This is an optimization exercise on Yosys and OpenROAD, whose aim is small area and a short achievable clock period, not a production implementation. Function was checked by simulation only, so behaviour that the tests miss may differ from the original. Power and IR drop assume default switching activity.

// systolic_top
module systolic_top (
    input  wire        clk,
    input  wire        reset,
    input  wire        enable,
    input  wire [63:0] data_input,
    input  wire [63:0] weights_input,
    output wire [63:0] result_out,
    output wire        finished
);
export LEC_CHECK = 0
export CAP_MARGIN = 20
export CORE_MARGIN = 2
export CORE_UTILIZATION = 40
export PLACE_DENSITY = 0.6
export SLEW_MARGIN = 20
create_clock -name core_clock -period 10.0 [get_ports {clk}]
standard.sh (not shown) runs the stock make flow with config.mk's settings and CLKGATE_MAP_FILE= SYNTH_SCRIPT=/design/flow/synth_recipe.tcl, a recipe that flattens the netlist after the stock synthesis.
==> flow/flow/run.sh <==
#!/bin/bash
# Standard synthesis and layout (the standard.sh), with timing repair
# aimed at a setup slack margin well beyond the 10 ns clock period's needs,
# so that the resizer works the critical paths down instead of stopping
# once 10 ns is met. The SDC is not touched.
set -euo pipefail
bash standard.sh SETUP_SLACK_MARGIN=6.6 TNS_END_PERCENT=100 finish > standard_flow.log 2>&1
Next try:
==> flow/run.sh (new file) <==
#!/bin/bash
# synth_recipe.tcl (not shown) runs the flow's synth.tcl, then flattens the netlist and writes it again
# the make line also repeats each setting of config.mk as NAME=value (left out here)
make -C /OpenROAD-flow-scripts/flow DESIGN_CONFIG=/design/flow/config.mk WORK_HOME=/design/flow/orfs CLKGATE_MAP_FILE= SYNTH_SCRIPT=/design/flow/synth_recipe.tcl finish
removed: flow/flow/run.sh
removed: flow/standard.sh
Result: The changed run completed without violations. Setup slack gets worse by 1.0 ns. Total power drops by 2.1%. Cell count shrinks by 2.9%.
Next try:
==> flow/flow/run.sh (new file) <==
#!/bin/bash
# Standard synthesis and layout (the standard.sh). Timing repair aims at a
# setup margin well beyond what the 10 ns period needs, so the resizer keeps
# working the worst path down; TNS_END_PERCENT 0 limits it to the worst path.
# Denser core. The SDC is not touched.
set -euo pipefail
bash standard.sh SETUP_SLACK_MARGIN=6.6 TNS_END_PERCENT=0 CORE_UTILIZATION=60 PLACE_DENSITY=0.7 finish > standard_flow.log 2>&1
==> flow/standard.sh (new file) <==
#!/bin/bash
# synth_recipe.tcl (not shown) runs the flow's synth.tcl, then flattens the netlist and writes it again
# the make line also repeats each setting of config.mk as NAME=value (left out here)
make -C /OpenROAD-flow-scripts/flow DESIGN_CONFIG=/design/flow/config.mk WORK_HOME=/design/flow/orfs CLKGATE_MAP_FILE= SYNTH_SCRIPT=/design/flow/synth_recipe.tcl "${@:-finish}"
removed: flow/run.sh
Sequential share of layout area rose by 0.11 points.
Power falls by 1.3%.
Final area is higher by about 0.6%.
Count of clock-buffer cells in the layout is lower by 32.
Next try:
--- a/flow/flow/run.sh
+++ b/flow/flow/run.sh
@@ -5 +5 @@
-# Denser core. The SDC is not touched.
+# The SDC is not touched.
@@ -7 +7 @@
-bash standard.sh SETUP_SLACK_MARGIN=6.6 TNS_END_PERCENT=0 CORE_UTILIZATION=60 PLACE_DENSITY=0.7 finish > standard_flow.log 2>&1
+bash standard.sh SETUP_SLACK_MARGIN=6.6 TNS_END_PERCENT=0 finish > standard_flow.log 2>&1
Effect: Final area is higher by 0.74%. Total power grows by 3.0%. Sequential share of layout area fell by 0.28 points. Global-route usage went down by 11 points. Critical path depth stays the same.

* * *

Another version of the RTL of systolic_top (not shown whole).
Size: about 14000 cells after synthesis, roughly 0.13 mm2 of cells after synthesis.
clock: 10.0 ns
lec_check: 0
cap_margin: 20
core_margin: 2
core_utilization: 40
place_density: 0.6
slew_margin: 20
==> flow/flow/run.sh <==
#!/bin/bash
# Standard synthesis and layout (the standard.sh) with these changes:
# - after the standard Yosys synthesis, flow/fa_polarity.tcl flips the logical
#   polarity of full adders where that removes inverters between them
#   (FA(~a,~b,~c) = (~sum,~cout)); registers are untouched;
# - timing repair aims at a setup margin well beyond what the 10 ns period
#   needs, so the resizer keeps working the worst path down (TNS_END_PERCENT 3
#   keeps it on the worst 3% of endpoints), and may resize across cell footprints;
# - a denser core;
# - larger clock-tree sink clusters (fewer clock buffers);
# - port buffers are buf_4 cells.
# The SDC is not touched.
set -euo pipefail
bash standard.sh SETUP_SLACK_MARGIN=6.8 TNS_END_PERCENT=3 MATCH_CELL_FOOTPRINT=0 \
  CORE_UTILIZATION=60 PLACE_DENSITY=0.7 \
  CTS_CLUSTER_SIZE=24 CTS_CLUSTER_DIAMETER=80 \
  "BUFFER_PORTS_ARGS=-buffer_cell sky130_fd_sc_hd__buf_4" \
  "POST_SYNTH_TCL=$PWD/flow/fa_polarity.tcl" \
  finish > standard_flow.log 2>&1
Other scripts of this flow, unchanged in this note and not shown: flow/flow/fa_polarity.tcl
The baseline ran to the end with no violations.
Then changed:
==> flow/flow/run.sh (replaced) <==
#!/bin/bash
# Standard synthesis and layout (the standard.sh) with these changes:
# - after the standard Yosys synthesis, flow/fa_polarity.tcl flips the logical
#   polarity of full adders where that removes inverters between them
#   (FA(~a,~b,~c) = (~sum,~cout)); registers are untouched;
# - timing repair aims at a setup margin well beyond what the 10 ns period
#   needs, so the resizer keeps working the worst path down (TNS_END_PERCENT 0
#   keeps it on the worst path), and may resize across cell footprints;
# - a denser core;
# - larger clock-tree sink clusters (fewer clock buffers);
# - port buffers are buf_4 cells.
# The SDC is not touched.
set -euo pipefail
bash standard.sh SETUP_SLACK_MARGIN=6.8 TNS_END_PERCENT=0 MATCH_CELL_FOOTPRINT=0 \
  CORE_UTILIZATION=60 PLACE_DENSITY=0.7 \
  CTS_CLUSTER_SIZE=28 CTS_CLUSTER_DIAMETER=85 \
  "BUFFER_PORTS_ARGS=-buffer_cell sky130_fd_sc_hd__buf_4" \
  "POST_SYNTH_TCL=$PWD/flow/fa_polarity.tcl" \
  finish > standard_flow.log 2>&1
Effect: Total power rises slightly; global-route usage is about the same; setup slack stays flat; first-iteration DRC count falls by roughly a tenth; die area stays the same.
Then changed:
--- a/flow/flow/run.sh
+++ b/flow/flow/run.sh
@@ -13,6 +13,6 @@
 set -euo pipefail
 bash standard.sh SETUP_SLACK_MARGIN=6.8 TNS_END_PERCENT=0 MATCH_CELL_FOOTPRINT=0 \
-  CORE_UTILIZATION=60 PLACE_DENSITY=0.7 \
-  CTS_CLUSTER_SIZE=28 CTS_CLUSTER_DIAMETER=85 \
+  CORE_UTILIZATION=72 PLACE_DENSITY=0.8 \
+  CTS_CLUSTER_SIZE=24 CTS_CLUSTER_DIAMETER=80 \
   "BUFFER_PORTS_ARGS=-buffer_cell sky130_fd_sc_hd__buf_4" \
   "POST_SYNTH_TCL=$PWD/flow/fa_polarity.tcl" \
Effect: Total power decreases slightly. Worst setup slack is worse by 0.032 ns. Clock-buffer cell count increases by 10. Wire length increases slightly. Via count increases by a few percent. Die area decreases by about a fifth. Non-clock buffer count increases by 13. First-iteration DRC count increases by about a fifth. Combinational power increases by a few percent. Synthesized cell count stays the same. Area after synthesis is unchanged.
Then changed:
--- a/flow/flow/run.sh
+++ b/flow/flow/run.sh
@@ -13,5 +13,5 @@
 set -euo pipefail
 bash standard.sh SETUP_SLACK_MARGIN=6.8 TNS_END_PERCENT=0 MATCH_CELL_FOOTPRINT=0 \
-  CORE_UTILIZATION=72 PLACE_DENSITY=0.8 \
+  CORE_UTILIZATION=60 PLACE_DENSITY=0.7 \
   CTS_CLUSTER_SIZE=24 CTS_CLUSTER_DIAMETER=80 \
   "BUFFER_PORTS_ARGS=-buffer_cell sky130_fd_sc_hd__buf_4" \
Critical path depth came out lower by 5.
Combinational power shrinks by 2.9%.
Die area rises by 20%.
Sequential share of layout area is about the same.
Area after synthesis does not change.
Power came out higher by 1.8%.
Clock-buffer cell count climbs by 2.
First-iteration DRC count fell by 19%.
Flip-flop and latch count is unchanged.
Cell count climbs by 3.0%.

* * *

systolic_top, a different RTL version from the one above (not shown whole).
Size: ~15000 cells after synthesis, about 2000 flip-flops, ~200 I/O pins, roughly 130000 um2 of cells after synthesis.
Design systolic_top, start of the top module:
module systolic_top (
    input  wire        clk,
    input  wire        reset,
    input  wire        enable,
    input  wire [63:0] data_input,
    input  wire [63:0] weights_input,
    output wire [63:0] result_out,
    output wire        finished
);
==> flow/config.mk <==
export PLATFORM = sky130hd
export DESIGN_NAME = systolic_top
export DESIGN_NICKNAME = systolic_top
export VERILOG_FILES = /design/flow/design.v
export SDC_FILE = /design/flow/constraint.sdc
export NUM_CORES = 4
export LEC_CHECK = 0
export CAP_MARGIN = 20
export CORE_MARGIN = 2
export CORE_UTILIZATION = 40
export PLACE_DENSITY = 0.6
export SLEW_MARGIN = 20
==> flow/constraint.sdc <==
create_clock -name core_clock -period 10.0 [get_ports {clk}]
set_input_delay 2.0000 -clock core_clock [delete_from_list [all_inputs] [get_ports {clk}]]
set_output_delay 2.0000 -clock core_clock [all_outputs]
set_load 0.01 [all_outputs]
==> flow/flow/run.sh <==
#!/bin/bash
# Standard synthesis and layout (the standard.sh) with these changes:
# - timing repair aims at a setup margin well beyond what the 10 ns period
#   needs, so the resizer keeps working the worst paths down (TNS_END_PERCENT
#   10 limits it to the worst tenth of the endpoints), and may resize across
#   cell footprints;
# - a denser core;
# - larger clock-tree sink clusters (fewer clock buffers);
# - port buffers are buf_4 cells.
# The SDC is not touched.
set -euo pipefail
bash standard.sh SETUP_SLACK_MARGIN=6.8 TNS_END_PERCENT=10 MATCH_CELL_FOOTPRINT=0 \
  CORE_UTILIZATION=65 PLACE_DENSITY=0.75 \
  CTS_CLUSTER_SIZE=24 CTS_CLUSTER_DIAMETER=80 \
  "BUFFER_PORTS_ARGS=-buffer_cell sky130_fd_sc_hd__buf_4" \
  finish > standard_flow.log 2>&1
The first run finished with timing, DRC and antenna clean.
Then changed:
==> flow/flow/run.sh (replaced) <==
#!/bin/bash
# Standard synthesis and layout (the standard.sh) with these changes:
# - timing repair aims at a setup margin well beyond what the 10 ns period
#   needs, so the resizer keeps working the worst path down (TNS_END_PERCENT 0
#   keeps it on the worst path), and may resize across cell footprints;
# - a denser core;
# - larger clock-tree sink clusters (fewer clock buffers);
# - port buffers are buf_4 cells.
# The SDC is not touched.
set -euo pipefail
bash standard.sh SETUP_SLACK_MARGIN=6.8 TNS_END_PERCENT=0 MATCH_CELL_FOOTPRINT=0 \
  CORE_UTILIZATION=60 PLACE_DENSITY=0.7 \
  CTS_CLUSTER_SIZE=24 CTS_CLUSTER_DIAMETER=80 \
  "BUFFER_PORTS_ARGS=-buffer_cell sky130_fd_sc_hd__buf_4" \
  finish > standard_flow.log 2>&1
What happened: Cell area came out lower by a few percent; first-iteration DRC count shrinks by a quarter to a third; hold slack gets better by 0.0057 ns; cell count stays flat.
Then changed:
==> flow/flow/run.sh (replaced) <==
#!/bin/bash
# Standard synthesis and layout (the standard.sh). Timing repair aims at a
# setup margin well beyond what the 10 ns period needs, so the resizer keeps
# working the worst path down; TNS_END_PERCENT 0 limits it to the worst path.
# The SDC is not touched.
set -euo pipefail
bash standard.sh SETUP_SLACK_MARGIN=6.6 TNS_END_PERCENT=0 finish > standard_flow.log 2>&1
After rerunning: Synthesized cell count is unchanged; global-route usage drops by 11 points; total power rose by about a fifth; clock skew grows by 0.033 ns; worst setup slack gets worse by 0.16 ns.

[port drivers added, routing unchanged]
No port has a modelled driver above. Below, the same layouts with a new extraction and two added sets of constraints. Step 1, drivers: a clkbuf_16 drives clk and a buf_2 each remaining input, both assumed. Step 2 also shifts input and output timing later by t, the mid clock arrival at the registers, as if the neighbouring blocks saw the same clock. Slacks: ideal / step 1 / step 2; pairs: ideal / step 1.
run | shift t [ns] | slack for setup (ns) | slew at the worst register clock pin (ns) | cell pins on the clock port's net
the first run of note 1 | 0.969 | 6.165 / 6.165 / 5.471 | 0.07 / 0.07 | 1
the second run of note 1 | 0.962 | 5.155 / 5.155 / 4.610 | 0.07 / 0.07 | 1
the third run of note 1 | 0.938 | 6.105 / 6.124 / 5.204 | 0.08 / 0.08 | 1
the fourth run of note 1 | 0.982 | 6.069 / 6.089 / 5.106 | 0.07 / 0.07 | 1
the first run of note 2 | 0.899 | 6.566 / 6.461 / 5.562 | 0.10 / 0.10 | 1
the second run of note 2 | 0.916 | 6.568 / 6.493 / 5.637 | 0.11 / 0.11 | 1
the third run of note 2 | 0.901 | 6.536 / 6.499 / 5.670 | 0.10 / 0.10 | 1
the fourth run of note 2 | 0.918 | 6.597 / 6.509 / 5.633 | 0.10 / 0.10 | 1
the first run of note 3 | 0.899 | 6.606 / 6.495 / 5.595 | 0.10 / 0.10 | 1
the second run of note 3 | 0.903 | 6.557 / 6.489 / 5.586 | 0.10 / 0.10 | 1
the third run of note 3 | 0.979 | 6.401 / 6.365 / 5.458 | 0.07 / 0.07 | 1
After both steps every run listed still meets setup and hold. The setup slack of the first run of note 3, which loses most, moves by -0.111 ns with the drivers and by -1.011 ns with both steps.
